What follows belongs to an exercise in optimizing a design on an open flow for small area and a short achievable clock period; a production flow would make more cautious choices. In this exercise RTL edits were held to simulation tests only and were not proved equivalent to the original.

==> flow/design.v, too long to show whole: its modules and the start of the top module <==
// module TRN_RMS: 417 lines
module TRN_RMS(
    input wire clk,
    input wire reset,
    input wire [19:0] data_in,
    output wire rms_tlast,
    output wire [39:0] result
);
  // ...
==> flow/flow/run.sh <==
#!/bin/bash
# Layout flow: the standard ORFS flow (standard.sh), with two changes:
#  - after the standard synthesis, the logic between the sample registers and
#    the squarer's carry-save registers (sq_s, sq_c) is replaced by the
#    hand-mapped tree in flow/tree.txt (flow/patch.py); registers are untouched;
#  - repair aims at a tighter setup margin, may resize across cell footprints,
#    and ports get buf_1 buffers.
set -euo pipefail
MARGIN=${MARGIN:-5.45}
R=$PWD/orfs/results/sky130hd/TRN_RMS/base
python3 - "$MARGIN" <<'PY'
import re, sys
s = open("standard.sh").read()
s2 = re.sub(r'SETUP_SLACK_MARGIN=\S+', 'SETUP_SLACK_MARGIN=' + sys.argv[1], s)
s2 = s2.replace('"${@:-finish}"', 'MATCH_CELL_FOOTPRINT=0 "${@:-finish}"')
assert s2.count('MATCH_CELL_FOOTPRINT=0') == 1 and 'SETUP_SLACK_MARGIN=' + sys.argv[1] in s2
open("my_standard.sh", "w").write(s2)
PY
export BUFFER_PORTS_ARGS="-buffer_cell sky130_fd_sc_hd__buf_1"
bash my_standard.sh "$R/1_2_yosys.v" > synth.log 2>&1
cp "$R/1_2_yosys.v" "$R/1_2_yosys_standard.v"
python3 flow/patch.py "$R/1_2_yosys_standard.v" flow/tree.txt "$R/1_2_yosys.v" > patch.log 2>&1
bash my_standard.sh > layout.log 2>&1
==> flow/flow/patch.py <==
#!/usr/bin/env python3
"""Replace the synthesized logic that feeds the registers named in a tree
file with the cells the tree file lists.  Registers are untouched.

usage: patch.py netlist.v tree.txt out.v
"""
import re, sys

src, treef, dst = sys.argv[1:4]
text = open(src).read()

cell_re = re.compile(r'^(\s*)(sky130_fd_sc_hd__\w+)\s+(\\\S+\s|\S+)\s*\((.*?)\);\n', re.S | re.M)
pin_re = re.compile(r'\.(\w+)\(\s*(\\\S+\s|[^()\s]+)\s*\)')
OUTPINS = {"X", "Y", "Q", "Q_N", "SUM", "COUT", "HI", "LO"}

cells = []
for m in cell_re.finditer(text):
    typ, inst, body = m.group(2), m.group(3).strip(), m.group(4)
    pins = {p: n.strip() for p, n in pin_re.findall(body)}
    cells.append({"typ": typ, "inst": inst, "pins": pins, "span": m.span()})

def is_ff(c):
    return "__df" in c["typ"]

drv, loads = {}, {}
for i, c in enumerate(cells):
    for p, n in c["pins"].items():
        if p in OUTPINS:
            assert n not in drv, "two drivers on " + n
            drv[n] = i
        else:
            loads.setdefault(n, []).append(i)

regs = {}
for i, c in enumerate(cells):
    if is_ff(c):
        name = re.sub(r'\$_.*$', '', c["inst"].lstrip("\\"))
        regs[name] = i

tree_cells, outs, sizes = [], [], []
for line in open(treef):
    f = line.split()
    if not f or f[0].startswith("#"):
        continue
    if f[0] == "CELL":
        tree_cells.append((f[1], f[2], dict(kv.split("=", 1) for kv in f[3:])))
    elif f[0] == "C":   # compact: C type pin=net ...
        tree_cells.append(("sky130_fd_sc_hd__" + f[1], "ti_%d" % len(tree_cells), dict(kv.split("=", 1) for kv in f[2:])))
    elif f[0] == "OUT":
        outs.append((f[1], f[2]))
    elif f[0] == "SIZE":    # SIZE register drive: e.g. SIZE u[3] 2
        sizes.append((f[1], f[2]))

def qnet(r):
    return cells[regs[r]]["pins"]["Q"]

rename = {}
roots = []
for r, net in outs:
    if r not in regs:
        sys.exit("patch: register %s not in netlist" % r)
    d = cells[regs[r]]["pins"]["D"]
    if net.startswith("reg:"):
        if d != qnet(net[4:]):
            sys.exit("patch: %s is not fed straight from %s" % (r, net[4:]))
        continue
    if net.startswith("port:"):
        if d != net[5:]:
            sys.exit("patch: %s is not fed straight from port %s" % (r, net[5:]))
        continue
    rename[net] = d
    roots.append(d)

# fan-in cone of the roots, up to registers and ports
cone = set()
stack = list(roots)
seen = set()
while stack:
    n = stack.pop()
    if n in seen:
        continue
    seen.add(n)
    i = drv.get(n)
    if i is None or is_ff(cells[i]):
        continue
    cone.add(i)
    for p, m in cells[i]["pins"].items():
        if p not in OUTPINS:
            stack.append(m)
# keep cone cells whose outputs are used outside the cone
rootset = set(roots)
changed = True
while changed:
    changed = False
    for i in list(cone):
        for p, n in cells[i]["pins"].items():
            if p in OUTPINS:
                users = loads.get(n, [])
                ext = [u for u in users if u not in cone and not (is_ff(cells[u]) and cells[u]["pins"].get("D") == n and n in rootset)]
                port = re.match(r'^(result|rms_tlast)\b', n) is not None
                if ext or port:
                    cone.discard(i)
                    changed = True
                    break
# anything still in the cone that feeds a kept cell must stay too
changed = True
while changed:
    changed = False
    for i in list(cone):
        for p, n in cells[i]["pins"].items():
            if p in OUTPINS and any(u not in cone and not is_ff(cells[u]) for u in loads.get(n, [])):
                cone.discard(i)
                changed = True

# nets the new cells use
def net_of(n):
    if n.startswith("reg:"):
        return qnet(n[4:])
    if n.startswith("port:"):
        return n[5:]
    return rename.get(n, "tn_" + n)

for i in cone:
    for p, n in cells[i]["pins"].items():
        if p in OUTPINS and n in rootset:
            pass
new_wires = set()
out = []
for typ, inst, pins in tree_cells:
    conn = []
    for p, n in pins.items():
        m = net_of(n)
        if m.startswith("tn_"):
            new_wires.add(m)
        conn.append("    .%s(%s)" % (p, m + " " if m.startswith("\\") else m))
    out.append("  %s %s (\n%s\n  );\n" % (typ, inst, ",\n".join(conn)))

# every root must now be driven by exactly one new cell
driven = {}
for typ, inst, pins in tree_cells:
    for p, n in pins.items():
        if p in OUTPINS:
            driven[net_of(n)] = driven.get(net_of(n), 0) + 1
for r in roots:
    if driven.get(r) != 1:
        sys.exit("patch: root %s driven %s times" % (r, driven.get(r)))
    i = drv.get(r)
    if i is not None and i not in cone:
        sys.exit("patch: root %s still driven by kept cell %s" % (r, cells[i]["inst"]))

pieces, last = [], 0
for i in sorted(cone, key=lambda i: cells[i]["span"][0]):
    a, b = cells[i]["span"]
    pieces.append(text[last:a])
    last = b
pieces.append(text[last:])
body = "".join(pieces)
decl = "".join("  wire %s;\n" % w for w in sorted(new_wires))
k = body.rindex("endmodule")
body = body[:k] + decl + "".join(out) + body[k:]
# register drive strengths (same cell type, other drive)
for r, drive in sizes:
    c = cells[regs[r]]
    old_hdr = "%s %s" % (c["typ"], c["inst"])
    new_typ = re.sub(r'_\d+$', '_' + drive, c["typ"])
    inst_txt = c["inst"] + " " if c["inst"].startswith("\\") else c["inst"]
    pat = re.escape(c["typ"]) + r'(\s+)' + re.escape(inst_txt)
    body, n = re.subn(pat, lambda m: new_typ + m.group(1) + inst_txt, body, count=1)
    if n != 1:
        sys.exit("patch: could not resize " + r)
open(dst, "w").write(body)
sys.stderr.write("patch: removed %d cells, added %d cells\n" % (len(cone), len(tree_cells)))
==> flow/standard.sh <==
#!/bin/bash
# synth_recipe.tcl (not shown) runs the flow's synth.tcl, then flattens the netlist and writes it again
# the make line also repeats each setting of config.mk as NAME=value (left out here)
make -C /OpenROAD-flow-scripts/flow DESIGN_CONFIG=/design/flow/config.mk WORK_HOME=/design/flow/orfs CLKGATE_MAP_FILE= SYNTH_SCRIPT=/design/flow/synth_recipe.tcl "${@:-finish}"
==> flow/config.mk <==
export PLATFORM = sky130hd
export DESIGN_NAME = TRN_RMS
export DESIGN_NICKNAME = TRN_RMS
export VERILOG_FILES = /design/flow/design.v
export SDC_FILE = /design/flow/constraint.sdc
export NUM_CORES = 4
export LEC_CHECK = 0
export CAP_MARGIN = 20
export CORE_MARGIN = 2
export CORE_UTILIZATION = 70
export CTS_BUF_LIST = sky130_fd_sc_hd__clkbuf_8
export PLACE_DENSITY = 0.8
export SETUP_SLACK_MARGIN = 5
export SLEW_MARGIN = 20
export TNS_END_PERCENT = 100
==> flow/constraint.sdc <==
create_clock -name core_clock -period 8.0 [get_ports {clk}]
set_input_delay 1.6000 -clock core_clock [delete_from_list [all_inputs] [get_ports {clk}]]
set_output_delay 1.6000 -clock core_clock [all_outputs]
set_load 0.01 [all_outputs]
Not shown: flow/flow/tree.txt
==> impl_metrics.csv, run 1 <==
group,metric,value,unit
layout,drive_above_1_share,31.4,%
hold_path,min_from,"a19$_SDFF_PN0_",
grt,use_met3,7.50,%
critical_path,worst-r2r-setup-slack,5.40,ns
clocking,clockBufferDepth,2,
status,status,"complete, no violations",
critical_path,endpoint_kind,"register",
clocking,post_cts_buffers,29,
layout,multiInputCombCellCount,867,
route,route.met2.wl,12.3,mm
layout,design.seq.count,154,
clocking,cts_made_buffers,17,
layout,area_growth,19.1,%
die,taps,188,
grt,met1_usage,39.7,%
placement,portBuffers,60,
clocking,cts_tree,"built",
timing,clock_skew,0.0114,ns
logic_synthesis,synth_area,10700,um2
critical_path,crit_buf_inv,2,
layout,final_cell_mix,"nor2_1 (244), fa_1 (117), nand2_1 (113), dfxtp_1 (85), xor2_1 (70)",
grt,grt_start_max_net_pins,46,
route,ant_nets,0,
route,dr.max_layer_used,"met4",
critical_path,slowest_delay,0.52,ns
layout,final_area,12700,um2
timing,fmax,0.384,GHz
critical_path,r2r-end,"acc[34]$_SDFF_PP0_",
timing,relSlewSlack,37.5,%
critical_path,r2r_cells,12,
timing,fin_ws,5.40,ns
route,drcViolationCount,0,
clocking,path_clk_slew,0.08,ns
placement,post-place-ws,4.98,ns
timing,finalSetupViolCount,0,
==> run 2, diff against run 1 <==
--- a/flow/flow/run.sh
+++ b/flow/flow/run.sh
@@ -6,7 +6,7 @@
 #  - repair aims at a tighter setup margin, may resize across cell footprints,
 #    and ports get buf_1 buffers.
 set -euo pipefail
-MARGIN=${MARGIN:-5.45}
+MARGIN=${MARGIN:-5.4}
 R=$PWD/orfs/results/sky130hd/TRN_RMS/base
 python3 - "$MARGIN" <<'PY'
 import re, sys
==> impl_metrics.csv, run 2 <==
group,metric,value,unit
status,status,"complete, no violations",
layout,fin_cells,1443,
die,rows,45,
die,die_y,128,um
grt,grt_start_max_net_pins,46,
placement,dp_hpwl,16.1,mm
grt,grt_pass1_wl,36.5,mm
die,ioPinCount,63,
route,via_per_inst,5.52,
placement,portBuffers,60,
die,core_area,15000,um2
logic_synthesis,ys_warn_count,1,
critical_path,endpoint_kind,"register",
clocking,cts_root_buf,"clkbuf_8",
timing,tns,0,ns
grt,grt_pass1_vias,7732,
grt,grt_overflow,0,
grt,met1_usage,39.5,%
critical_path,cp.arrival,2.97,ns
timing,finalSetupViolCount,0,
clocking,path_clk_slew,0.08,ns
layout,reg_top3,"acc x45, sq_s x38, sq_c x34",
logic_synthesis,synth_area,10700,um2
grt,use_met3,5.61,%
timing,clock_skew,0.0125,ns
die,initial_core_util,71.0,%
clocking,numClockSinks,154,
layout,nets,1451,
route,drt_pass1_iterations,5,
timing,rsz0062_at_grt,"yes",
clocking,cts_made_buffers,17,
timing,fin_ws,5.35,ns
timing,relSlewSlack,32.0,%
route,drt_iter0_drc,552,
placement,dpl_cell_area,10900,um2
clocking,clockBufferDepth,2,
grt,busiest_layer,"met2",
critical_path,critPathLaunchType,"register",
critical_path,startpoint,"sq_c[3]$_DFF_P_",
timing,fmax,0.378,GHz
die,fp.dieW,128,um
placement,dp.cells,1370,
layout,final_cell_mix,"nor2_1 (253), fa_1 (117), nand2_1 (113), dfxtp_1 (88), xor2_1 (70)",
placement,post-place-ws,4.98,ns
timing,whs,0.338,ns
flow_run,cap_viol_max_count,0,
route,via_count,7961,
layout,final_common_cell,"nor2_1",
layout,antennaDiodeCount,0,
placement,place_congestion,0.889,
timing,fin_crit_sh,33.1,%
logic_synthesis,syn_avg_cell_area,9.20,um2
layout,drive_above_1_share,29.3,%
grt,grtUsageMet2,46.2,%
grt,grt.total_usage,28.7,%
critical_path,crit_required,8.32,ns
critical_path,critical_path_class,"reg2reg",
timing,worstMarginPinSlew,1.02,ns
route,drt_wl_total,23.5,mm
hold_path,hp-class,"reg2reg",
route,ant_nets,0,
timing,hold_violations,0,
die,die_area,16300,um2
grt,grt_antenna_before_repair,0,
clocking,cts_tree,"built",
clocking,cts_htree_levels,4,
clocking,insertion_delay,0.47,ns
layout,area_growth,15.8,%
timing,slew_viol_final,0,
layout,top_register,"acc",
critical_path,r2r_start,"sq_c[3]$_DFF_P_",
route,drcViolationCount,0,
layout,largest_register_ffs,45,
logic_synthesis,postSynthCellCount,1161,
layout,final_area,12400,um2
critical_path,cp_max_fo,8,
route,wl_per_cell,16.3,um
hold_path,min_from,"a19$_SDFF_PN0_",
timing,fin_crit,2.65,ns
[run 2: layout make-up]
class / count / area, um2
multi-input combinational: 867 / 7340
sequential: 154 / 3240
fill: 851 / 2670
timing repair buffer: 101 / 646
inverter: 101 / 499
tap: 188 / 235
clock buffer: 17 / 234
clock inverter: 15 / 165
[run 2: through the flow]
step           utilization, %
3_3_place_gp             72.2
2_1_floorplan               -
5_1_grt                  82.2
3_5_place_dp             72.2
6_report                 82.2
4_1_cts                  77.6
[run 2: worst paths after layout]
check	endpoint	slack, ns	cells after the start
setup / recovery	acc[34]$_SDFF_PP0_	5.35	12
hold / removal	sq_s[37]$_DFF_P_	0.34	0
setup reg to reg	acc[34]$_SDFF_PP0_	5.35	12
hold reg to reg	sq_s[37]$_DFF_P_	0.34	0
max in group asynchronous	cnt[5]$_DFF_PP0_	6.72	2
min in group asynchronous	started$_DFFE_PP0N_	1.04	2
[run 2: worst max-delay path, cell delays in order, from the launching register on]
cell     delay [ns]
dfxtp_1        0.32
fa_1           0.51
nor2_1         0.28
nor2_2         0.11
a21oi_2        0.19
o21ai_4        0.09
a21oi_4        0.17
buf_12         0.15
o21ai_4        0.10
buf_4          0.15
a21oi_1        0.18
xor2_1         0.18
nor2_1         0.05
[run 2: per-layer routing]
| layer | wire length (um) | vias up |
|---|---|---|
| li1 | - | 3691 |
| met1 | 9880 | 3920 |
| met2 | 11700 | 306 |
| met3 | 1430 | 44 |
| met4 | 481 | 0 |
| met5 | 0 | - |
[run 2: what timing repair did]
action / in CTS / in global routing
endpoints found under the setup margin: 68 / 59
setup buffers: 15 / 26
pin swaps: 17 / 41
hold buffers: 0 / 0
resized for setup: 139 / 170
==> run 3, diff against run 2 <==
--- a/flow/flow/run.sh
+++ b/flow/flow/run.sh
@@ -6,7 +6,7 @@
 #  - repair aims at a tighter setup margin, may resize across cell footprints,
 #    and ports get buf_1 buffers.
 set -euo pipefail
-MARGIN=${MARGIN:-5.4}
+MARGIN=${MARGIN:-5.35}
 R=$PWD/orfs/results/sky130hd/TRN_RMS/base
 python3 - "$MARGIN" <<'PY'
 import re, sys
--- a/flow/config.mk
+++ b/flow/config.mk
@@ -7,9 +7,9 @@
 export LEC_CHECK = 0
 export CAP_MARGIN = 20
 export CORE_MARGIN = 2
-export CORE_UTILIZATION = 70
+export CORE_UTILIZATION = 75
 export CTS_BUF_LIST = sky130_fd_sc_hd__clkbuf_8
-export PLACE_DENSITY = 0.8
+export PLACE_DENSITY = 0.9
 export SETUP_SLACK_MARGIN = 5
 export SLEW_MARGIN = 20
 export TNS_END_PERCENT = 100
==> impl_metrics.csv, run 3 <==
group,metric,value,unit
status,status,"complete, no violations",
route,drt_iter0_drc,1087,
grt,grt_start_max_net_pins,46,
hold_path,hp-class,"reg2reg",
placement,post-place-ws,4.89,ns
critical_path,slowest_delay,0.32,ns
critical_path,crit_top_cell,"nand2_1",
die,die_y,123,um
logic_synthesis,postSynthCellCount,1161,
timing,fin_crit_sh,34.4,%
timing,relSlewSlack,61.2,%
layout,top_register,"acc",
layout,final_common_cell,"nor2_1",
critical_path,crit_required,8.36,ns
logic_synthesis,syn_avg_cell_area,9.20,um2
grt,grt_pass1_vias,8448,
critical_path,crit_buf_inv,1,
clocking,cts_htree_levels,4,
route,drcViolationCount,0,
route,wl_per_cell,20.6,um
timing,fmax,0.363,GHz
clocking,cts_root_buf,"clkbuf_8",
timing,whs,0.352,ns
clocking,path_clk_slew,0.09,ns
timing,finalSetupViolCount,0,
clocking,numClockSinks,154,
critical_path,critPathLaunchType,"input port",
logic_synthesis,synth_area,10700,um2
die,die_area,15200,um2
clocking,insertion_delay,0.48,ns
placement,dp_hpwl,17.1,mm
critical_path,endpoint_kind,"register",
layout,final_cell_mix,"nor2_1 (286), fa_1 (136), dfxtp_1 (114), nand2_1 (114), xor2_1 (70)",
timing,rsz0062_at_grt,"yes",
timing,worstMarginPinSlew,0.582,ns
grt,grt_antenna_before_repair,0,
timing,fin_ws,5.25,ns
grt,grt_overflow,0,
layout,drive_above_1_share,19.6,%
layout,antennaDiodeCount,0,
critical_path,cp_max_fo,5,
critical_path,cp.arrival,3.11,ns
grt,grt.total_usage,35.0,%
flow_run,cap_viol_max_count,0,
die,ioPinCount,63,
die,core_area,13900,um2
timing,hold_violations,0,
route,via_per_inst,6.17,
route,ant_nets,0,
clocking,ctsHoldBuffers,0,
clocking,clockBufferDepth,2,
route,drt_wl_total,29.3,mm
critical_path,cpMaxStageDelayCell,"nor2_1",
timing,clock_skew,0.0187,ns
logic_synthesis,ys_warn_count,1,
die,initial_core_util,76.9,%
timing,slew_viol_final,0,
route,drt_pass1_iterations,7,
layout,nets,1439,
placement,portBuffers,60,
die,fp.dieW,123,um
critical_path,critical_path_class,"in2reg",
layout,reg_top3,"acc x45, sq_s x38, sq_c x34",
layout,area_growth,11.4,%
clocking,cts_tree,"built",
layout,largest_register_ffs,45,
placement,place_congestion,0.901,
critical_path,path_delay_family,"simple AND/OR/NAND/NOR gates",
clocking,cts_made_buffers,17,
timing,fin_crit,2.75,ns
route,via_count,8775,
die,rows,43,
timing,tns,0,ns
critical_path,critical_path.cell_chain,"buf_1, nor2_1, nand2_1, nor2_1, nand2_1, nand2_1, xnor2_2, nand2_1, nor2_1",
grt,grt_pass1_wl,40.0,mm
==> run 3: worst register-to-register path, cell delays in order, from the launching register on <==
cell	delay, ns
dfxtp_1	0.33
fa_1	0.57
nor2_2	0.26
o21ai_1	0.16
a21oi_2	0.19
o21ai_4	0.10
a21oi_4	0.15
buf_12	0.15
o21ai_4	0.12
a21oi_2	0.19
xor2_1	0.24
nor2_1	0.08
==> run 3: layer usage <==
layer  GRT usage (%)  vias up  part of all wire (%)  wire length [um]
met4            20.0        0                   7.1              2080
met5               0        -                     0                 0
met1            42.5     4113                    35             10200
met3            8.63      235                    11              3260
li1                -     3671                     -                 -
met2            57.3      756                    47             13700
==> run 3: cell type report <==
type / count / area [um2]
Inverter: 101 / 467
Clock buffer: 18 / 248
Clock inverter: 14 / 155
Tap cell: 180 / 225
Timing Repair Buffer: 89 / 473
Sequential cell: 154 / 3200
Multi-Input combinational cell: 867 / 7130
Fill cell: 653 / 1980
==> run 3: timing repair <==
action / in CTS / in global routing
pin swaps: 8 / 45
setup endpoints to repair: 34 / 66
gates resized for setup: 31 / 123
setup buffers: 8 / 20
==> run 3: worst paths after layout <==
path                                      end  slack (ns)  depth (start not counted)            start
max                          pre_c[0]$_DFF_P_        5.25                          9      data_in[10]
min                          sq_s[37]$_DFF_P_        0.35                          0   a19$_SDFF_PN0_
max reg2reg                acc[35]$_SDFF_PP0_        5.31                         11  sq_c[4]$_DFF_P_
min reg2reg                  sq_s[37]$_DFF_P_        0.35                          0   a19$_SDFF_PN0_
max in group asynchronous    cnt[0]$_DFF_PP0_        6.70                          2            reset
min in group asynchronous    cnt[5]$_DFF_PP0_        1.05                          2            reset
==> run 3: stage by stage <==
| stage | cells | utilization (%) | area [um2] |
|---|---|---|---|
| global route | 1423 | 85.7 | 11900 |
| CTS | 1403 | 82.2 | 11400 |
| detailed placement | 1363 | 78.1 | 10800 |
| global placement | 1363 | 78.1 | 10800 |
| floorplan | 1162 | - | 10700 |
| finish | 1423 | 85.7 | 11900 |
==> run 4, diff against run 3 <==
--- a/flow/config.mk
+++ b/flow/config.mk
@@ -7,9 +7,11 @@
 export LEC_CHECK = 0
 export CAP_MARGIN = 20
 export CORE_MARGIN = 2
-export CORE_UTILIZATION = 75
+export CORE_UTILIZATION = 70
 export CTS_BUF_LIST = sky130_fd_sc_hd__clkbuf_8
-export PLACE_DENSITY = 0.9
+export CTS_CLUSTER_DIAMETER = 60
+export CTS_CLUSTER_SIZE = 30
+export PLACE_DENSITY = 0.8
 export SETUP_SLACK_MARGIN = 5
 export SLEW_MARGIN = 20
 export TNS_END_PERCENT = 100
==> impl_metrics.csv, run 4 <==
group,metric,value,unit
critical_path,crit_required,6.40,ns
die,rows,45,
placement,dp.cells,1370,
clocking,insertion_delay,0.46,ns
clocking,ctsHoldBuffers,0,
timing,fin_ws,5.38,ns
clocking,path_clk_slew,0.07,ns
timing,finalSetupViolCount,0,
clocking,cts_tree,"built",
route,drt_pass1_iterations,5,
clocking,numClockSinks,154,
critical_path,cp_max_fo,2,
critical_path,path_delay_family,"flip-flops",
grt,grt_start_max_net_pins,46,
logic_synthesis,syn_avg_cell_area,9.20,um2
placement,place_congestion,0.842,
timing,fmax,0.382,GHz
route,drt_iter0_drc,511,
route,via_count,7788,
layout,fin_cells,1431,
critical_path,r2r_cells,6,
timing,rsz0062_at_grt,"yes",
logic_synthesis,synth_area,10700,um2
placement,post-place-ws,4.94,ns
grt,grt_pass1_wl,35.8,mm
timing,fin_crit_sh,32.7,%
route,drcViolationCount,0,
timing,slew_viol_final,0,
timing,clock_skew,0.0124,ns
layout,final_cell_mix,"nor2_1 (280), fa_1 (138), nand2_1 (114), dfxtp_1 (108), xor2_1 (71)",
critical_path,worst-r2r-setup-slack,5.39,ns
timing,fin_crit,2.62,ns
layout,antennaDiodeCount,0,
critical_path,cpMaxStageDelayCell,"dfxtp_1",
die,die_area,16300,um2
die,initial_core_util,71.0,%
route,via_per_inst,5.44,
layout,nFillCells,946,
logic_synthesis,ys_warn_count,1,
die,die_y,128,um
placement,dp_hpwl,15.7,mm
status,status,"complete, no violations",
die,fp.dieW,128,um
layout,final_common_cell,"nor2_1",
timing,tns,0,ns
layout,drive_above_1_share,20.8,%
clocking,cts_root_buf,"clkbuf_8",
grt,grt.total_usage,28.4,%
hold_path,hp-class,"reg2reg",
timing,whs,0.351,ns
layout,nets,1439,
die,ioPinCount,63,
critical_path,critical_path.cell_chain,"clkbuf_2",
critical_path,cp.arrival,1.02,ns
grt,grt_pass1_vias,7599,
grt,grt_antenna_before_repair,0,
critical_path,crit_buf_inv,1,
clocking,clockBufferDepth,2,
route,ant_nets,0,
critical_path,critical_path_class,"reg2out",
die,core_area,15000,um2
critical_path,path_depth,1,
flow_run,cap_viol_max_count,0,
layout,area_growth,11.8,%
logic_synthesis,postSynthCellCount,1161,
layout,largest_register_ffs,45,
clocking,cts_htree_levels,4,
timing,relSlewSlack,35.7,%
critical_path,endpoint_kind,"output pin",
hold_path,hold_path_depth,0,
layout,reg_top3,"acc x45, sq_s x38, sq_c x34",
route,wl_per_cell,15.7,um
critical_path,slowest_delay,0.39,ns
layout,top_register,"acc",
grt,grt_overflow,0,
placement,portBuffers,60,
clocking,cts_made_buffers,17,
timing,hold_violations,0,
timing,worstMarginPinSlew,0.965,ns
route,drt_wl_total,22.4,mm
critical_path,critPathLaunchType,"register",
-- run 4: cell count changes in the layout (fill, tap and decap cells not counted), sizes merged --
cell | previous run | this run
inv | 106 | 103
clkinvlp | 2 | 4
clkbuf | 32 | 41
buf | 75 | 69
clkinv | 4 | 2
-- run 4: per-stage QoR --
stage          cell area (um2)  utilization [%]
5_1_grt                  11900             79.4
2_1_floorplan            10700                -
4_1_cts                  11400             75.9
6_report                 11900             79.4
3_3_place_gp             10800             72.1
3_5_place_dp             10800             72.1
-- run 4: path summary, 6_finish.rpt --
| kind | from | end |
|---|---|---|
| max reg2reg | u[0]$_DFF_P_ | sq_c[19]$_DFF_P_ |
| min reg2reg | a19$_SDFF_PN0_ | sq_s[37]$_DFF_P_ |
| min in group asynchronous | reset | started$_DFFE_PP0N_ |
| max | acc[35]$_SDFF_PP0_ | result[28] |
| max in group asynchronous | reset | tlast$_DFF_PP0_ |
| min | a19$_SDFF_PN0_ | sq_s[37]$_DFF_P_ |
-- run 4: repair_timing --
action,4_1_cts,5_1_grt
endpoints found under the setup margin,32,62
pin swaps,4,28
endpoints found under the hold margin,0,0
buffers inserted,8,21
resized for setup,25,138
-- run 4: cell type report --
cell class	count	area, um2	area share [%]
Sequential cell	154	3210	26.9
Tap cell	188	235	1.97
Clock inverter	11	143	1.19
Multi-Input combinational cell	867	7120	59.6
Timing Repair Buffer	89	484	4.06
Clock buffer	21	289	2.42
Inverter	101	462	3.87
-- run 4: per-layer routing --
| metal | GRT usage (%) | part of all wire (%) | vias to the layer above |
|---|---|---|---|
| li1 | - | - | 3664 |
| met4 | 9.89 | 2.0 | 0 |
| met5 | 0 | 0 | - |
| met2 | 44.9 | 48 | 298 |
| met3 | 6.32 | 7.1 | 48 |
| met1 | 39.2 | 43 | 3778 |
==> run 5, diff against run 4 <==
--- a/flow/config.mk
+++ b/flow/config.mk
@@ -9,8 +9,7 @@
 export CORE_MARGIN = 2
 export CORE_UTILIZATION = 70
 export CTS_BUF_LIST = sky130_fd_sc_hd__clkbuf_8
-export CTS_CLUSTER_DIAMETER = 60
-export CTS_CLUSTER_SIZE = 30
+export GPL_ROUTABILITY_DRIVEN = 0
 export PLACE_DENSITY = 0.8
 export SETUP_SLACK_MARGIN = 5
 export SLEW_MARGIN = 20
==> impl_metrics.csv, run 5 <==
group,metric,value,unit
status,status,"complete, no violations",
layout,regArea,3220,um2
die,die_area,16300,um2
layout,nFillCells,934,
die,initial_core_util,71.0,%
critical_path,crit_buf_inv,1,
timing,whs,0.348,ns
route,via_per_inst,5.55,
timing,tns,0,ns
layout,nets,1442,
layout,area_growth,12.6,%
timing,clock_skew,0.0166,ns
critical_path,critPathLaunchType,"register",
grt,grt.total_usage,29.0,%
critical_path,crit_required,6.40,ns
die,rows,45,
layout,top_register,"acc",
layout,multiInputGateArea,7160,um2
layout,reg_top3,"acc x45, sq_s x38, sq_c x34",
clocking,cts_made_buffers,17,
critical_path,critical_path_class,"reg2out",
clocking,clockBufferDepth,2,
grt,grt_overflow,0,
grt,grt_start_max_net_pins,46,
grt,grt_pass1_vias,7693,
timing,fmax,0.374,GHz
route,drt_wl_total,23.1,mm
critical_path,endpoint_kind,"output pin",
timing,finalSetupViolCount,0,
route,wl_per_cell,16.1,um
critical_path,cp.arrival,1.07,ns
timing,slew_viol_final,0,
clocking,cts_tree,"built",
timing,fin_crit_sh,33.4,%
die,fp.dieW,128,um
flow_run,cap_viol_max_count,0,
timing,worstMarginPinSlew,0.975,ns
die,ioPinCount,63,
layout,drive_above_1_share,21.3,%
layout,fin_util,79.9,%
placement,dp_hpwl,16.0,mm
timing,rsz0062_at_grt,"yes",
placement,dpl_cell_area,10800,um2
route,drt_pass1_iterations,5,
route,ant_nets,0,
timing,hold_violations,0,
hold_path,hp-class,"reg2reg",
critical_path,cp_max_fo,2,
clocking,ctsHoldBuffers,0,
clocking,numClockSinks,154,
die,die_y,128,um
placement,portBuffers,60,
critical_path,startpoint,"acc[14]$_SDFF_PP0_",
critical_path,critical_path.cell_chain,"clkbuf_2",
timing,relSlewSlack,35.0,%
logic_synthesis,synth_area,10700,um2
logic_synthesis,ys_warn_count,1,
logic_synthesis,syn_avg_cell_area,9.20,um2
critical_path,path_delay_family,"flip-flops",
grt,grt_pass1_wl,36.8,mm
hold_path,min_from,"a19$_SDFF_PN0_",
route,via_count,7952,
layout,final_area,12000,um2
critical_path,slowest_delay,0.43,ns
timing,fin_crit,2.67,ns
layout,final_cell_mix,"nor2_1 (281), fa_1 (130), nand2_1 (113), dfxtp_1 (105), xor2_1 (71)",
clocking,insertion_delay,0.47,ns
critical_path,cpMaxStageDelayCell,"dfxtp_1",
clocking,path_clk_slew,0.09,ns
logic_synthesis,postSynthCellCount,1161,
clocking,cts_htree_levels,4,
clocking,cts_root_buf,"clkbuf_8",
layout,antennaDiodeCount,0,
layout,largest_register_ffs,45,
route,drcViolationCount,0,
grt,grt_antenna_before_repair,0,
route,drt_iter0_drc,519,
die,core_area,15000,um2
layout,final_common_cell,"nor2_1",
critical_path,r2r_start,"acc[5]$_SDFF_PP0_",
## run 5: layout make-up
type | count | share of cell area, %
sequential | 154 | 26.8
multi-input combinational | 867 | 59.5
timing repair buffer | 92 | 4.07
tap | 188 | 1.96
clock inverter | 15 | 1.85
clock buffer | 17 | 1.95
inverter | 101 | 3.86
## run 5: timing repair
item / CTS / global route
gates cloned: 0 / 0
resized for setup: 36 / 135
hold endpoints to repair: 0 / 0
pin swaps: 7 / 39
setup buffers: 8 / 24
endpoints found under the setup margin: 32 / 63
## run 5: per-layer routing
metal | routed length [um] | global-route usage, % | vias to the layer above
li1 | - | - | 3680
met1 | 9860 | 40.5 | 3913
met2 | 11200 | 45.1 | 322
met3 | 1560 | 6.57 | 37
met4 | 488 | 10.5 | 0
met5 | 0 | 0 | -
## run 5: final timing paths
path	to	slack [ns]	depth (start not counted)
setup / recovery	result[7]	5.33	1
max in group asynchronous	tlast$_DFF_PP0_	6.71	2
hold / removal	sq_s[37]$_DFF_P_	0.35	0
min in group asynchronous	cnt[4]$_DFF_PP0_	1.05	2
setup reg to reg	acc[38]$_SDFF_PP0_	5.39	11
hold reg to reg	sq_s[37]$_DFF_P_	0.35	0
## run 5: metrics by stage
step | std cells | setup WS (ns)
2_1_floorplan | 1162 | 5.35
3_3_place_gp | 1370 | 5.03
3_5_place_dp | 1370 | 4.92
4_1_cts | 1410 | 5.35
5_1_grt | 1434 | 5.26
6_report | 1434 | 5.33
==> run 6, diff against run 5 <==
--- a/flow/config.mk
+++ b/flow/config.mk
@@ -9,8 +9,7 @@
 export CORE_MARGIN = 2
 export CORE_UTILIZATION = 70
 export CTS_BUF_LIST = sky130_fd_sc_hd__clkbuf_8
-export GPL_ROUTABILITY_DRIVEN = 0
 export PLACE_DENSITY = 0.8
 export SETUP_SLACK_MARGIN = 5
 export SLEW_MARGIN = 20
-export TNS_END_PERCENT = 100
+export TNS_END_PERCENT = 10
==> impl_metrics.csv, run 6 <==
group,metric,value,unit
critical_path,r2r-end,"sq_c[19]$_DFF_P_",
clocking,path_clk_slew,0.08,ns
timing,rsz0062_at_grt,"yes",
timing,fmax,0.374,GHz
clocking,numClockSinks,154,
critical_path,crit_top_cell,"fa_1",
die,fp.dieW,128,um
critical_path,critical_path.cell_chain,"inv_2, nor2_1, fa_1, fa_1, fa_1, fa_1",
route,drt_pass1_iterations,8,
route,via_count,7807,
clocking,clockBufferDepth,2,
placement,dp.cells,1370,
layout,antennaDiodeCount,0,
critical_path,path_delay_family,"adder cells",
critical_path,critical_path_class,"reg2reg",
die,die_y,128,um
critical_path,endpoint_kind,"register",
timing,fin_ws,5.33,ns
critical_path,slowest_delay,0.51,ns
placement,post-place-ws,4.94,ns
logic_synthesis,syn_avg_cell_area,9.20,um2
timing,hold_violations,0,
layout,nets,1434,
critical_path,cp_max_fo,6,
clocking,cts_made_buffers,17,
die,rows,45,
layout,drive_above_1_share,15.2,%
critical_path,crit_buf_inv,1,
critical_path,r2r_cells,6,
route,wl_per_cell,15.6,um
route,drt_iter0_drc,519,
placement,dp_hpwl,15.7,mm
clocking,ctsHoldBuffers,0,
critical_path,r2r_start,"u[7]$_DFF_P_",
critical_path,crit_required,8.32,ns
route,drt_wl_total,22.2,mm
critical_path,worst-r2r-setup-slack,5.33,ns
clocking,cts_root_buf,"clkbuf_8",
route,ant_nets,0,
status,status,"complete, no violations",
timing,fin_crit,2.67,ns
grt,grt_pass1_vias,7568,
clocking,cts_tree,"built",
hold_path,min_from,"a19$_SDFF_PN0_",
layout,fin_cells,1426,
grt,grt_start_max_net_pins,46,
critical_path,cp.arrival,3.00,ns
timing,whs,0.350,ns
timing,relSlewSlack,34.0,%
logic_synthesis,synth_area,10700,um2
logic_synthesis,postSynthCellCount,1161,
grt,grt.total_usage,28.4,%
logic_synthesis,ys_warn_count,1,
timing,fin_crit_sh,33.4,%
critical_path,critPathLaunchType,"register",
hold_path,hold_path_depth,0,
timing,tns,0,ns
timing,clock_skew,0.0123,ns
die,ioPinCount,63,
timing,slew_viol_final,0,
route,drcViolationCount,0,
layout,largest_register_ffs,45,
clocking,cts_htree_levels,4,
hold_path,hold_end,"sq_s[37]$_DFF_P_",
flow_run,cap_viol_max_count,0,
layout,area_growth,10.0,%
critical_path,cpMaxStageDelayCell,"fa_1",
die,die_area,16300,um2
placement,portBuffers,60,
timing,finalSetupViolCount,0,
layout,reg_top3,"acc x45, sq_s x38, sq_c x34",
route,via_per_inst,5.47,
layout,final_common_cell,"nor2_1",
grt,grt_pass1_wl,35.7,mm
die,core_area,15000,um2
layout,top_register,"acc",
timing,worstMarginPinSlew,0.990,ns
clocking,insertion_delay,0.46,ns
placement,place_congestion,0.842,
die,initial_core_util,71.0,%
layout,final_cell_mix,"nor2_1 (299), fa_1 (147), dfxtp_1 (125), nand2_1 (114), xor2_1 (71)",
hold_path,hp-class,"reg2reg",
grt,grt_overflow,0,
grt,grt_antenna_before_repair,0,
[run 6: cell types whose count changed in the layout (fill, tap and decap cells not counted), moves of 7 or more]
cell and delta:
dfxtp_2 -14, o21ai_2 -7, o21ai_1 +7, fa_2 -17, nor2_1 +18, dfxtp_1 +20
fa_1 +17, buf_4 -8, clkbuf_2 -7, buf_1 +7, nor2_2 -16
[run 6: metrics by stage]
step	utilization [%]	instance area (um2)
after floorplan	-	10700
after global placement	72.1	10800
after detailed placement	72.1	10800
after CTS	75.7	11400
after global routing	78.1	11700
final	78.1	11700
[run 6: timing repair]
action | 4_1_cts | 5_1_grt
gates resized for setup | 8 | 79
setup buffers | 8 | 16
gates cloned | 0 | 0
pin swaps | 4 | 22
setup endpoints to repair | 32 | 74
[run 6: how the worst max path moves through the flow]
stage,startpoint,endpoint,depth (start not counted)
after global routing,acc[15]$_SDFF_PP0_,acc[35]$_SDFF_PP0_,12
after global placement,data_in[19],pre_s[0]$_DFF_P_,6
after detailed placement,data_in[19],pre_s[0]$_DFF_P_,6
after floorplan,data_in[1],pre_s[0]$_DFF_P_,7
after CTS,u[2]$_DFF_P_,sq_c[19]$_DFF_P_,6
final,u[7]$_DFF_P_,sq_c[19]$_DFF_P_,6
[run 6: worst reg2reg max path, delay by kind of cell (launching register included)]
family / cells / cell delay, ns
adders and majority gates: 4 / 1.89
and+or+nand+nor: 1 / 0.18
DFF: 1 / 0.39
buffers and inverters: 1 / 0.09
[run 6: area by class of cell]
cell class / instances / area, um2
flip-flops and latches: 154 / 3180
inverters: 101 / 449
multi-input cells: 867 / 7030
fillers: 991 / 3290
well taps: 188 / 235
clock buffers: 21 / 289
repair buffers: 84 / 420
clock inverters: 11 / 143
[run 6: metal layers]
| layer | vias up | routed length (um) | GRT usage, % |
|---|---|---|---|
| li1 | 3654 | - | - |
| met1 | 3775 | 9540 | 39.5 |
| met2 | 329 | 10500 | 44.8 |
| met3 | 49 | 1600 | 6.03 |
| met4 | 0 | 554 | 9.63 |
| met5 | - | 0 | 0 |
==> run 7, diff against run 6 <==
--- a/flow/config.mk
+++ b/flow/config.mk
@@ -12,4 +12,4 @@
 export PLACE_DENSITY = 0.8
 export SETUP_SLACK_MARGIN = 5
 export SLEW_MARGIN = 20
-export TNS_END_PERCENT = 10
+export TNS_END_PERCENT = 30
==> impl_metrics.csv, run 7 <==
group,metric,value,unit
timing,rsz0062_at_grt,"yes",
placement,dp.cells,1370,
critical_path,slowest_delay,0.49,ns
placement,portBuffers,60,
placement,place_congestion,0.842,
grt,grt_start_max_net_pins,46,
placement,dp_hpwl,15.7,mm
layout,reg_top3,"acc x45, sq_s x38, sq_c x34",
die,initial_core_util,71.0,%
clocking,cts_tree,"built",
timing,clock_skew,0.0128,ns
die,rows,45,
critical_path,critical_path_class,"reg2reg",
critical_path,critPathLaunchType,"register",
layout,final_area,11900,um2
route,via_per_inst,5.44,
critical_path,cp.arrival,2.98,ns
timing,fin_crit,2.68,ns
route,via_count,7783,
hold_path,hp-class,"reg2reg",
layout,area_growth,11.3,%
clocking,path_clk_slew,0.08,ns
logic_synthesis,ys_warn_count,1,
critical_path,endpoint_kind,"register",
critical_path,cpMaxStageDelayCell,"fa_2",
status,status,"complete, no violations",
grt,grt_antenna_before_repair,0,
die,fp.dieW,128,um
flow_run,cap_viol_max_count,0,
route,drt_wl_total,22.3,mm
route,wl_per_cell,15.6,um
placement,post-place-ws,4.94,ns
timing,worstMarginPinSlew,0.950,ns
clocking,insertion_delay,0.46,ns
grt,grt.total_usage,28.4,%
timing,slew_viol_final,0,
clocking,ctsHoldBuffers,0,
layout,fin_cells,1431,
route,ant_nets,0,
layout,antennaDiodeCount,0,
clocking,cts_root_buf,"clkbuf_8",
die,ioPinCount,63,
layout,final_cell_mix,"nor2_1 (278), fa_1 (138), dfxtp_1 (125), nand2_1 (114), xor2_1 (71)",
logic_synthesis,syn_avg_cell_area,9.20,um2
logic_synthesis,synth_area,10700,um2
die,die_y,128,um
die,core_area,15000,um2
clocking,cts_htree_levels,4,
layout,nets,1439,
grt,grt_overflow,0,
critical_path,cp_max_fo,7,
route,drt_iter0_drc,531,
timing,tns,0,ns
timing,fin_crit_sh,33.5,%
clocking,clockBufferDepth,2,
layout,drive_above_1_share,17.9,%
critical_path,crit_buf_inv,2,
timing,relSlewSlack,36.7,%
grt,grt_pass1_wl,35.7,mm
timing,finalSetupViolCount,0,
placement,dpl_cell_area,10800,um2
route,drt_pass1_iterations,5,
clocking,cts_made_buffers,17,
layout,top_register,"acc",
logic_synthesis,postSynthCellCount,1161,
timing,fin_ws,5.32,ns
timing,fmax,0.374,GHz
layout,nFillCells,953,
grt,grt_pass1_vias,7568,
critical_path,crit_top_cell,"a21oi_1",
clocking,numClockSinks,154,
die,die_area,16300,um2
timing,hold_violations,0,
layout,final_common_cell,"nor2_1",
critical_path,critical_path.cell_chain,"fa_2, nor2_2, o21ai_1, a21oi_1, o21ai_2, a21oi_4, buf_12, o21ai_4, buf_4, a21oi_1, xor2_1, nor2_1",
layout,largest_register_ffs,45,
critical_path,path_delay_family,"compound AO/OA/AOI/OAI gates",
route,drcViolationCount,0,
critical_path,crit_required,8.30,ns
## run 7: cell count changes in the layout (fill, tap and decap cells not counted), sizes merged
| cell | delta |
|---|---|
| buf | +5 |
## run 7: worst paths after layout
path / from / end / slack, ns / depth (start not counted)
setup / recovery: acc[13]$_SDFF_PP0_ / acc[35]$_SDFF_PP0_ / 5.32 / 12
hold / removal: a19$_SDFF_PN0_ / sq_s[37]$_DFF_P_ / 0.35 / 0
setup reg to reg: acc[13]$_SDFF_PP0_ / acc[35]$_SDFF_PP0_ / 5.32 / 12
hold reg to reg: a19$_SDFF_PN0_ / sq_s[37]$_DFF_P_ / 0.35 / 0
max in group asynchronous: reset / tlast$_DFF_PP0_ / 6.71 / 2
min in group asynchronous: reset / started$_DFFE_PP0N_ / 1.05 / 2
## run 7: what timing repair did
| action | CTS | global route |
|---|---|---|
| pin swaps | 4 | 28 |
| endpoints found under the setup margin | 32 | 74 |
| setup buffers | 8 | 21 |
| resized for setup | 8 | 120 |
## run 7: final cells by class
| cell class | instances | area (um2) | area share (%) |
|---|---|---|---|
| multi-input combinational | 867 | 7110 | 59.8 |
| inverter | 101 | 467 | 3.93 |
| timing repair buffer | 89 | 458 | 3.85 |
| sequential | 154 | 3190 | 26.8 |
| clock buffer | 21 | 289 | 2.43 |
| tap | 188 | 235 | 1.98 |
| clock inverter | 11 | 143 | 1.20 |
## run 7: layer usage
layer  track usage, %  share of wire [%]  wire [um]
met1             39.5                 43       9650
met2             44.8                 47      10600
met3             6.03                7.1       1580
met4             9.63                2.4        531
met5                0                  0          0
## run 7: stage by stage
| stage | util (%) | hold slack [ns] |
|---|---|---|
| 2_1_floorplan | - | 0.310 |
| 3_3_place_gp | 72.1 | 0.318 |
| 3_5_place_dp | 72.1 | 0.319 |
| 4_1_cts | 75.7 | 0.347 |
| 5_1_grt | 79.1 | 0.356 |
| 6_report | 79.1 | 0.349 |
==> run 8, diff against run 7 <==
==> flow/config.mk (replaced) <==
export PLATFORM = sky130hd
export DESIGN_NAME = TRN_RMS
export DESIGN_NICKNAME = TRN_RMS
export VERILOG_FILES = /design/flow/design.v
export SDC_FILE = /design/flow/constraint.sdc
export NUM_CORES = 4
export LEC_CHECK = 0
export CAP_MARGIN = 0
export CORE_MARGIN = 2
export CORE_UTILIZATION = 70
export CTS_BUF_LIST = sky130_fd_sc_hd__clkbuf_8
export PLACE_DENSITY = 0.8
export SETUP_SLACK_MARGIN = 5
export SLEW_MARGIN = 0
export TNS_END_PERCENT = 100
==> impl_metrics.csv, run 8 <==
group,metric,value,unit
status,status,"complete, no violations",
timing,tns,0,ns
clocking,numClockSinks,154,
route,drt_iter0_drc,511,
placement,dp_hpwl,15.7,mm
hold_path,hp-class,"reg2reg",
layout,top_register,"acc",
grt,grt_pass1_vias,7599,
timing,slew_viol_final,0,
layout,drive_above_1_share,20.8,%
clocking,ctsHoldBuffers,0,
clocking,path_clk_slew,0.07,ns
flow_run,cap_viol_max_count,0,
critical_path,critPathLaunchType,"register",
route,drt_wl_total,22.4,mm
critical_path,cpMaxStageDelayCell,"dfxtp_1",
timing,fin_crit_sh,32.7,%
timing,clock_skew,0.0124,ns
logic_synthesis,ys_warn_count,1,
logic_synthesis,syn_avg_cell_area,9.20,um2
clocking,cts_tree,"built",
timing,worstMarginPinSlew,0.965,ns
critical_path,r2r_start,"u[0]$_DFF_P_",
die,ioPinCount,63,
critical_path,path_depth,1,
critical_path,r2r-end,"sq_c[19]$_DFF_P_",
layout,final_cell_mix,"nor2_1 (280), fa_1 (138), nand2_1 (114), dfxtp_1 (108), xor2_1 (71)",
route,drcViolationCount,0,
route,drt_pass1_iterations,5,
layout,reg_top3,"acc x45, sq_s x38, sq_c x34",
route,via_per_inst,5.44,
timing,fin_ws,5.38,ns
logic_synthesis,synth_area,10700,um2
die,rows,45,
critical_path,critical_path.endpoint,"result[28]",
critical_path,endpoint_kind,"output pin",
layout,antennaDiodeCount,0,
timing,hold_violations,0,
critical_path,critical_path.cell_chain,"clkbuf_2",
clocking,cts_htree_levels,4,
clocking,insertion_delay,0.46,ns
placement,portBuffers,60,
timing,fin_crit,2.62,ns
die,fp.dieW,128,um
route,ant_nets,0,
timing,relSlewSlack,35.7,%
layout,fin_util,79.4,%
die,die_area,16300,um2
critical_path,r2r_cells,6,
critical_path,path_delay_family,"flip-flops",
clocking,clockBufferDepth,2,
critical_path,crit_buf_inv,1,
route,wl_per_cell,15.7,um
timing,whs,0.351,ns
die,die_y,128,um
placement,place_congestion,0.842,
critical_path,crit_required,6.40,ns
timing,fmax,0.382,GHz
critical_path,cp_max_fo,2,
die,core_area,15000,um2
timing,finalSetupViolCount,0,
grt,grt_start_max_net_pins,46,
placement,post-place-ws,4.94,ns
layout,area_growth,11.8,%
grt,grt_overflow,0,
grt,grt_antenna_before_repair,0,
critical_path,critical_path_class,"reg2out",
die,initial_core_util,71.0,%
layout,final_common_cell,"nor2_1",
clocking,cts_root_buf,"clkbuf_8",
critical_path,startpoint,"acc[35]$_SDFF_PP0_",
grt,grt_pass1_wl,35.8,mm
critical_path,cp.arrival,1.02,ns
layout,nets,1439,
grt,grt.total_usage,28.4,%
logic_synthesis,postSynthCellCount,1161,
layout,largest_register_ffs,45,
route,via_count,7788,
critical_path,worst-r2r-setup-slack,5.39,ns
timing,rsz0062_at_grt,"yes",
clocking,cts_made_buffers,17,
critical_path,slowest_delay,0.39,ns
run 8: changes by cell type in the layout (fill, tap and decap cells not counted), moves of 2 or more:
cell / before / now
clkbuf_2: 2 / 20
inv_6: 6 / 4
buf_1: 58 / 40
dfxtp_2: 7 / 24
nor2_1: 278 / 280
dfxtp_1: 125 / 108
inv_4: 22 / 24
nor2_2: 50 / 47
run 8: timing repair:
action,CTS,global route
resized for setup,25,138
cloned,0,0
buffers inserted,8,21
setup endpoints to repair,32,62
pin swaps,4,28
hold endpoints to repair,0,0
run 8: worst min path at each step:
stage                         startpoint  slack [ns]  cells after the start               end
after global routing      a19$_SDFF_PN0_        0.36                      0  sq_s[37]$_DFF_P_
after CTS                 a19$_SDFF_PN0_        0.35                      0  sq_s[37]$_DFF_P_
after floorplan           a19$_SDFF_PN0_        0.31                      0  sq_s[37]$_DFF_P_
after detailed placement  a19$_SDFF_PN0_        0.32                      0  sq_s[37]$_DFF_P_
after global placement    a19$_SDFF_PN0_        0.32                      0  sq_s[37]$_DFF_P_
final                     a19$_SDFF_PN0_        0.35                      0  sq_s[37]$_DFF_P_
run 8: layer usage:
metal / vias to the layer above / global-route usage [%] / wire length [um]
met3: 48 / 6.32 / 1580
li1: 3664 / - / -
met2: 298 / 44.9 / 10700
met1: 3778 / 39.2 / 9680
met4: 0 / 9.89 / 459
met5: - / 0 / 0
run 8: cell type report:
cell class              count  area (um2)
repair buffers             89         484
fillers                   946        3090
flip-flops and latches    154        3210
clock inverters            11         143
clock buffers              21         289
well taps                 188         235
multi-input cells         867        7120
inverters                 101         462
run 8: stage by stage:
step	cells	area, um2
4_1_cts	1410	11400
3_5_place_dp	1370	10800
3_3_place_gp	1370	10800
5_1_grt	1431	11900
2_1_floorplan	1162	10700
6_report	1431	11900
==> run 9, diff against run 8 <==
==> flow/config.mk (replaced) <==
export PLATFORM = sky130hd
export DESIGN_NAME = TRN_RMS
export DESIGN_NICKNAME = TRN_RMS
export VERILOG_FILES = /design/flow/design.v
export SDC_FILE = /design/flow/constraint.sdc
export NUM_CORES = 4
export LEC_CHECK = 0
export CAP_MARGIN = 20
export CORE_MARGIN = 2
export CORE_UTILIZATION = 65
export CTS_BUF_LIST = sky130_fd_sc_hd__clkbuf_8
export PLACE_DENSITY = 0.75
export SETUP_SLACK_MARGIN = 5
export SLEW_MARGIN = 20
export TNS_END_PERCENT = 100
==> impl_metrics.csv, run 9 <==
group,metric,value,unit
status,status,"complete, no violations",
route,drcViolationCount,0,
layout,largest_register_ffs,45,
critical_path,endpoint_kind,"register",
route,via_per_inst,5.28,
placement,post-place-ws,4.95,ns
die,initial_core_util,67.0,%
clocking,cts_made_buffers,17,
timing,fin_crit,2.60,ns
critical_path,crit_required,8.32,ns
layout,final_common_cell,"nor2_1",
layout,antennaDiodeCount,0,
critical_path,cp_max_fo,10,
route,wl_per_cell,15.3,um
timing,rsz0062_at_grt,"yes",
clocking,insertion_delay,0.45,ns
logic_synthesis,syn_avg_cell_area,9.20,um2
grt,grt.total_usage,26.3,%
clocking,numClockSinks,154,
logic_synthesis,synth_area,10700,um2
logic_synthesis,postSynthCellCount,1161,
layout,area_growth,13.4,%
die,rows,46,
clocking,clockBufferDepth,2,
critical_path,critPathLaunchType,"register",
grt,grt_pass1_vias,7657,
die,die_y,132,um
route,drt_wl_total,22.5,mm
timing,slew_viol_final,0,
grt,grt_pass1_wl,36.4,mm
die,die_area,17500,um2
clocking,path_clk_slew,0.08,ns
route,drt_iter0_drc,449,
timing,worstMarginPinSlew,0.989,ns
timing,fmax,0.385,GHz
clocking,cts_root_buf,"clkbuf_8",
die,ioPinCount,63,
timing,tns,0,ns
layout,reg_top3,"acc x45, sq_s x38, sq_c x34",
layout,nets,1446,
flow_run,cap_viol_max_count,0,
layout,final_cell_mix,"nor2_1 (276), fa_1 (139), nand2_1 (114), dfxtp_1 (109), xor2_1 (71)",
timing,hold_violations,0,
hold_path,hp-class,"reg2reg",
route,ant_nets,0,
placement,portBuffers,60,
grt,grt_antenna_before_repair,0,
layout,top_register,"acc",
die,fp.dieW,132,um
grt,grt_start_max_net_pins,46,
placement,dp_hpwl,16.3,mm
timing,clock_skew,0.0109,ns
route,via_count,7736,
timing,relSlewSlack,34.1,%
grt,grt_overflow,0,
clocking,cts_htree_levels,4,
critical_path,critical_path_class,"reg2reg",
logic_synthesis,ys_warn_count,1,
timing,finalSetupViolCount,0,
critical_path,cp.arrival,2.92,ns
timing,fin_ws,5.40,ns
clocking,cts_tree,"built",
die,core_area,15900,um2
route,drt_pass1_iterations,5,
layout,drive_above_1_share,21.5,%
placement,place_congestion,0.896,
timing,fin_crit_sh,32.5,%
[run 9: layout make-up]
class | count | area, um2
multi-input cells | 867 | 7150
fillers | 1141 | 3840
flip-flops and latches | 154 | 3210
repair buffers | 96 | 544
inverters | 101 | 469
well taps | 216 | 270
clock buffers | 18 | 248
clock inverters | 14 | 216
[run 9: path summary, 6_finish.rpt]
check	start	to	slack [ns]	depth (start not counted)
setup / recovery	u[13]$_DFF_P_	sq_c[20]$_DFF_P_	5.40	6
hold / removal	a19$_SDFF_PN0_	sq_s[37]$_DFF_P_	0.36	0
setup reg to reg	u[13]$_DFF_P_	sq_c[20]$_DFF_P_	5.40	6
hold reg to reg	a19$_SDFF_PN0_	sq_s[37]$_DFF_P_	0.36	0
max in group asynchronous	reset	tlast$_DFF_PP0_	6.70	2
min in group asynchronous	reset	cnt[3]$_DFF_PP0_	1.06	2
[run 9: repair_timing]
| item | 4_1_cts | 5_1_grt |
|---|---|---|
| buffers inserted | 8 | 28 |
| hold endpoints to repair | 0 | 0 |
| pin swaps | 3 | 36 |
| gates resized for setup | 22 | 151 |
| endpoints found under the setup margin | 27 | 62 |
| hold buffers | 0 | 0 |
[run 9: worst max-delay path, stage by stage (launching register included)]
cell	delay [ns]
dfxtp_4	0.40
inv_8	0.06
nor2_4	0.12
fa_2	0.46
fa_2	0.40
fa_1	0.60
fa_1	0.43
[run 9: stage by stage]
step	area [um2]	util, %	std cells	hold WS, ns
after floorplan	10700	-	1162	0.310
after global placement	10900	68.2	1398	0.313
after detailed placement	10900	68.2	1398	0.323
after CTS	11500	72.1	1438	0.352
after global routing	12100	75.9	1466	0.356
final	12100	75.9	1466	0.355
[run 9: per-layer routing]
layer / up-vias / part of all wire, % / GRT usage (%) / wire, um
li1: 3691 / - / - / -
met1: 3761 / 44 / 36.9 / 9960
met2: 260 / 48 / 41.8 / 10800
met3: 24 / 6.4 / 6.73 / 1430
met4: 0 / 1.2 / 5.31 / 280
met5: - / 0 / 0 / 0
==> run 10, diff against run 9 <==
--- a/flow/flow/run.sh
+++ b/flow/flow/run.sh
@@ -4,7 +4,7 @@
 #    the squarer's carry-save registers (sq_s, sq_c) is replaced by the
 #    hand-mapped tree in flow/tree.txt (flow/patch.py); registers are untouched;
 #  - repair aims at a tighter setup margin, may resize across cell footprints,
-#    and ports get buf_1 buffers.
+#    and ports get buf_2 buffers.
 set -euo pipefail
 MARGIN=${MARGIN:-5.35}
 R=$PWD/orfs/results/sky130hd/TRN_RMS/base
@@ -16,7 +16,7 @@
 assert s2.count('MATCH_CELL_FOOTPRINT=0') == 1 and 'SETUP_SLACK_MARGIN=' + sys.argv[1] in s2
 open("my_standard.sh", "w").write(s2)
 PY
-export BUFFER_PORTS_ARGS="-buffer_cell sky130_fd_sc_hd__buf_1"
+export BUFFER_PORTS_ARGS="-buffer_cell sky130_fd_sc_hd__buf_2"
 bash my_standard.sh "$R/1_2_yosys.v" > synth.log 2>&1
 cp "$R/1_2_yosys.v" "$R/1_2_yosys_standard.v"
 python3 flow/patch.py "$R/1_2_yosys_standard.v" flow/tree.txt "$R/1_2_yosys.v" > patch.log 2>&1
--- a/flow/flow/tree.txt
+++ b/flow/flow/tree.txt
@@ -1117,3 +1117,41 @@
 SIZE u[16] 2
 SIZE u[17] 2
 SIZE u[18] 2
+SIZE acc[7] 2
+SIZE acc[8] 2
+SIZE acc[9] 2
+SIZE acc[10] 2
+SIZE acc[11] 2
+SIZE acc[12] 2
+SIZE acc[13] 2
+SIZE acc[14] 2
+SIZE acc[15] 2
+SIZE acc[16] 2
+SIZE acc[17] 2
+SIZE acc[18] 2
+SIZE acc[19] 2
+SIZE acc[20] 2
+SIZE acc[21] 2
+SIZE acc[22] 2
+SIZE acc[23] 2
+SIZE acc[24] 2
+SIZE acc[25] 2
+SIZE acc[26] 2
+SIZE acc[27] 2
+SIZE acc[28] 2
+SIZE acc[29] 2
+SIZE acc[30] 2
+SIZE acc[31] 2
+SIZE acc[32] 2
+SIZE acc[33] 2
+SIZE acc[34] 2
+SIZE acc[35] 2
+SIZE acc[36] 2
+SIZE acc[37] 2
+SIZE acc[38] 2
+SIZE acc[39] 2
+SIZE acc[40] 2
+SIZE acc[41] 2
+SIZE acc[42] 2
+SIZE acc[43] 2
+SIZE acc[44] 2
--- a/flow/config.mk
+++ b/flow/config.mk
@@ -7,9 +7,9 @@
 export LEC_CHECK = 0
 export CAP_MARGIN = 20
 export CORE_MARGIN = 2
-export CORE_UTILIZATION = 65
+export CORE_UTILIZATION = 70
 export CTS_BUF_LIST = sky130_fd_sc_hd__clkbuf_8
-export PLACE_DENSITY = 0.75
+export PLACE_DENSITY = 0.8
 export SETUP_SLACK_MARGIN = 5
 export SLEW_MARGIN = 20
 export TNS_END_PERCENT = 100
==> impl_metrics.csv, run 10 <==
group,metric,value,unit
critical_path,path_delay_family,"adder cells",
critical_path,critical_path.cell_chain,"inv_4, nor2_2, fa_2, fa_1, fa_2, fa_1",
clocking,insertion_delay,0.46,ns
timing,relSlewSlack,34.6,%
route,via_count,7860,
clocking,cts_tree,"built",
route,drt_iter0_drc,599,
critical_path,path_depth,6,
clocking,numClockSinks,154,
die,core_area,15100,um2
die,ioPinCount,63,
status,status,"complete, no violations",
layout,final_cell_mix,"nor2_1 (285), fa_1 (135), nand2_1 (116), dfxtp_1 (87), xor2_1 (70)",
layout,area_growth,11.9,%
critical_path,critical_path.endpoint,"sq_c[14]$_DFF_P_",
critical_path,cp.arrival,3.06,ns
critical_path,crit_required,8.34,ns
route,wl_per_cell,16.2,um
placement,dpl_cell_area,11000,um2
critical_path,crit_buf_inv,1,
clocking,path_clk_slew,0.08,ns
timing,fin_crit_sh,34.0,%
clocking,cts_root_buf,"clkbuf_8",
critical_path,slowest_delay,0.57,ns
die,die_y,128,um
clocking,clockBufferDepth,2,
logic_synthesis,postSynthCellCount,1161,
timing,fin_crit,2.72,ns
critical_path,critPathLaunchType,"register",
critical_path,r2r_cells,6,
layout,antennaDiodeCount,0,
placement,portBuffers,60,
timing,tns,0,ns
hold_path,hp-class,"reg2reg",
clocking,cts_htree_levels,4,
grt,grt_overflow,0,
die,fp.dieW,128,um
layout,final_common_cell,"nor2_1",
placement,post-place-ws,4.95,ns
clocking,cts_made_buffers,17,
grt,grt.total_usage,28.4,%
timing,fmax,0.368,GHz
route,ant_nets,0,
layout,multiInputGateArea,7150,um2
critical_path,r2r-end,"sq_c[14]$_DFF_P_",
layout,largest_register_ffs,45,
die,die_area,16300,um2
critical_path,cp_max_fo,8,
grt,grt_antenna_before_repair,0,
placement,dp_hpwl,16.1,mm
route,via_per_inst,5.50,
critical_path,r2r_start,"u[2]$_DFF_P_",
layout,top_register,"acc",
critical_path,critical_path_class,"reg2reg",
logic_synthesis,ys_warn_count,1,
logic_synthesis,synth_area,10700,um2
timing,finalSetupViolCount,0,
route,drcViolationCount,0,
critical_path,endpoint_kind,"register",
timing,fin_ws,5.28,ns
die,initial_core_util,71.1,%
placement,place_congestion,0.871,
grt,grt_start_max_net_pins,46,
route,drt_wl_total,23.1,mm
timing,hold_violations,0,
critical_path,startpoint,"u[2]$_DFF_P_",
timing,slew_viol_final,0,
critical_path,worst-r2r-setup-slack,5.28,ns
route,drt_pass1_iterations,5,
logic_synthesis,syn_avg_cell_area,9.24,um2
layout,drive_above_1_share,25.8,%
critical_path,cpMaxStageDelayCell,"fa_2",
die,rows,45,
layout,reg_top3,"acc x45, sq_s x38, sq_c x34",
grt,grt_pass1_vias,7664,
timing,rsz0062_at_grt,"yes",
layout,regArea,3240,um2
grt,grt_pass1_wl,36.3,mm
clocking,ctsHoldBuffers,0,
layout,nFillCells,940,
timing,worstMarginPinSlew,0.981,ns
flow_run,cap_viol_max_count,0,
timing,clock_skew,0.0147,ns
timing,whs,0.336,ns
layout,nets,1436,
layout,final_area,12000,um2
[run 10: worst min path at each step]
stage | startpoint | to | cells after the start
final | a19$_SDFF_PN0_ | sq_s[37]$_DFF_P_ | 0
after global routing | a19$_SDFF_PN0_ | sq_s[37]$_DFF_P_ | 0
after CTS | a19$_SDFF_PN0_ | sq_s[37]$_DFF_P_ | 0
after detailed placement | a19$_SDFF_PN0_ | sq_s[37]$_DFF_P_ | 0
after global placement | a19$_SDFF_PN0_ | sq_s[37]$_DFF_P_ | 0
after floorplan | a19$_SDFF_PN0_ | sq_s[37]$_DFF_P_ | 0
[run 10: layout make-up]
| type | count | share of cell area (%) |
|---|---|---|
| clock buffer | 19 | 2.18 |
| clock inverter | 13 | 1.17 |
| inverter | 101 | 3.89 |
| multi-input combinational | 867 | 59.6 |
| sequential | 154 | 27.0 |
| tap | 188 | 1.96 |
| timing repair buffer | 86 | 4.26 |
[run 10: timing repair]
action / CTS / global route
buffers inserted: 6 / 20
endpoints found under the setup margin: 26 / 33
resized for setup: 20 / 115
endpoints found under the hold margin: 0 / 0
cloned: 0 / 0
pin swaps: 4 / 25
[run 10: metrics by stage]
stage,instances,util [%]
global route,1428,79.6
CTS,1408,76.2
detailed placement,1370,72.7
global placement,1370,72.7
finish,1428,79.6
floorplan,1162,-
[run 10: layer usage]
layer  wire [um]  global-route usage (%)  vias to the layer above
met5           0                       0                        -
met4         453                    8.14                        0
met3        1660                    6.34                       38
met2       11100                    44.2                      321
met1        9910                    40.5                     3842
li1            -                       -                     3659

==> what the ideal ports hide <==
Ports are ideal in the flow. The routed layouts listed here were re-timed in OpenROAD.
Step 1 assumes that a clkbuf_16 drives the clock port and a buf_2 every other input.
Step 2, shift: input delay + t, output delay - t, t = (earliest + latest rising clock arrival at the registers) / 2. This alone moves slack from input paths to output paths.
Three values: ideal, step 1, step 2; two values: the first two.
run	t (ns)	setup WS [ns]	slew at the worst register clock pin (ns)
run 1	0.481	5.398 / 5.398 / 5.000	0.08 / 0.08
run 2	0.500	5.353 / 5.353 / 5.012	0.09 / 0.09
run 3	0.512	5.249 / 5.269 / 4.757	0.09 / 0.09
run 4	0.500	5.385 / 5.343 / 5.060	0.09 / 0.09
run 5	0.502	5.327 / 5.288 / 4.909	0.09 / 0.09
run 6	0.494	5.325 / 5.325 / 5.031	0.09 / 0.09
run 7	0.494	5.323 / 5.323 / 5.045	0.09 / 0.09
run 8	0.500	5.385 / 5.343 / 5.060	0.09 / 0.09
run 9	0.482	5.400 / 5.374 / 5.037	0.09 / 0.09
run 10	0.492	5.281 / 5.281 / 5.054	0.09 / 0.09
After both steps setup and hold are still met in every run listed. For run 3, which loses most, drivers alone change the setup slack by +0.020 ns; drivers and shift together by -0.492 ns.
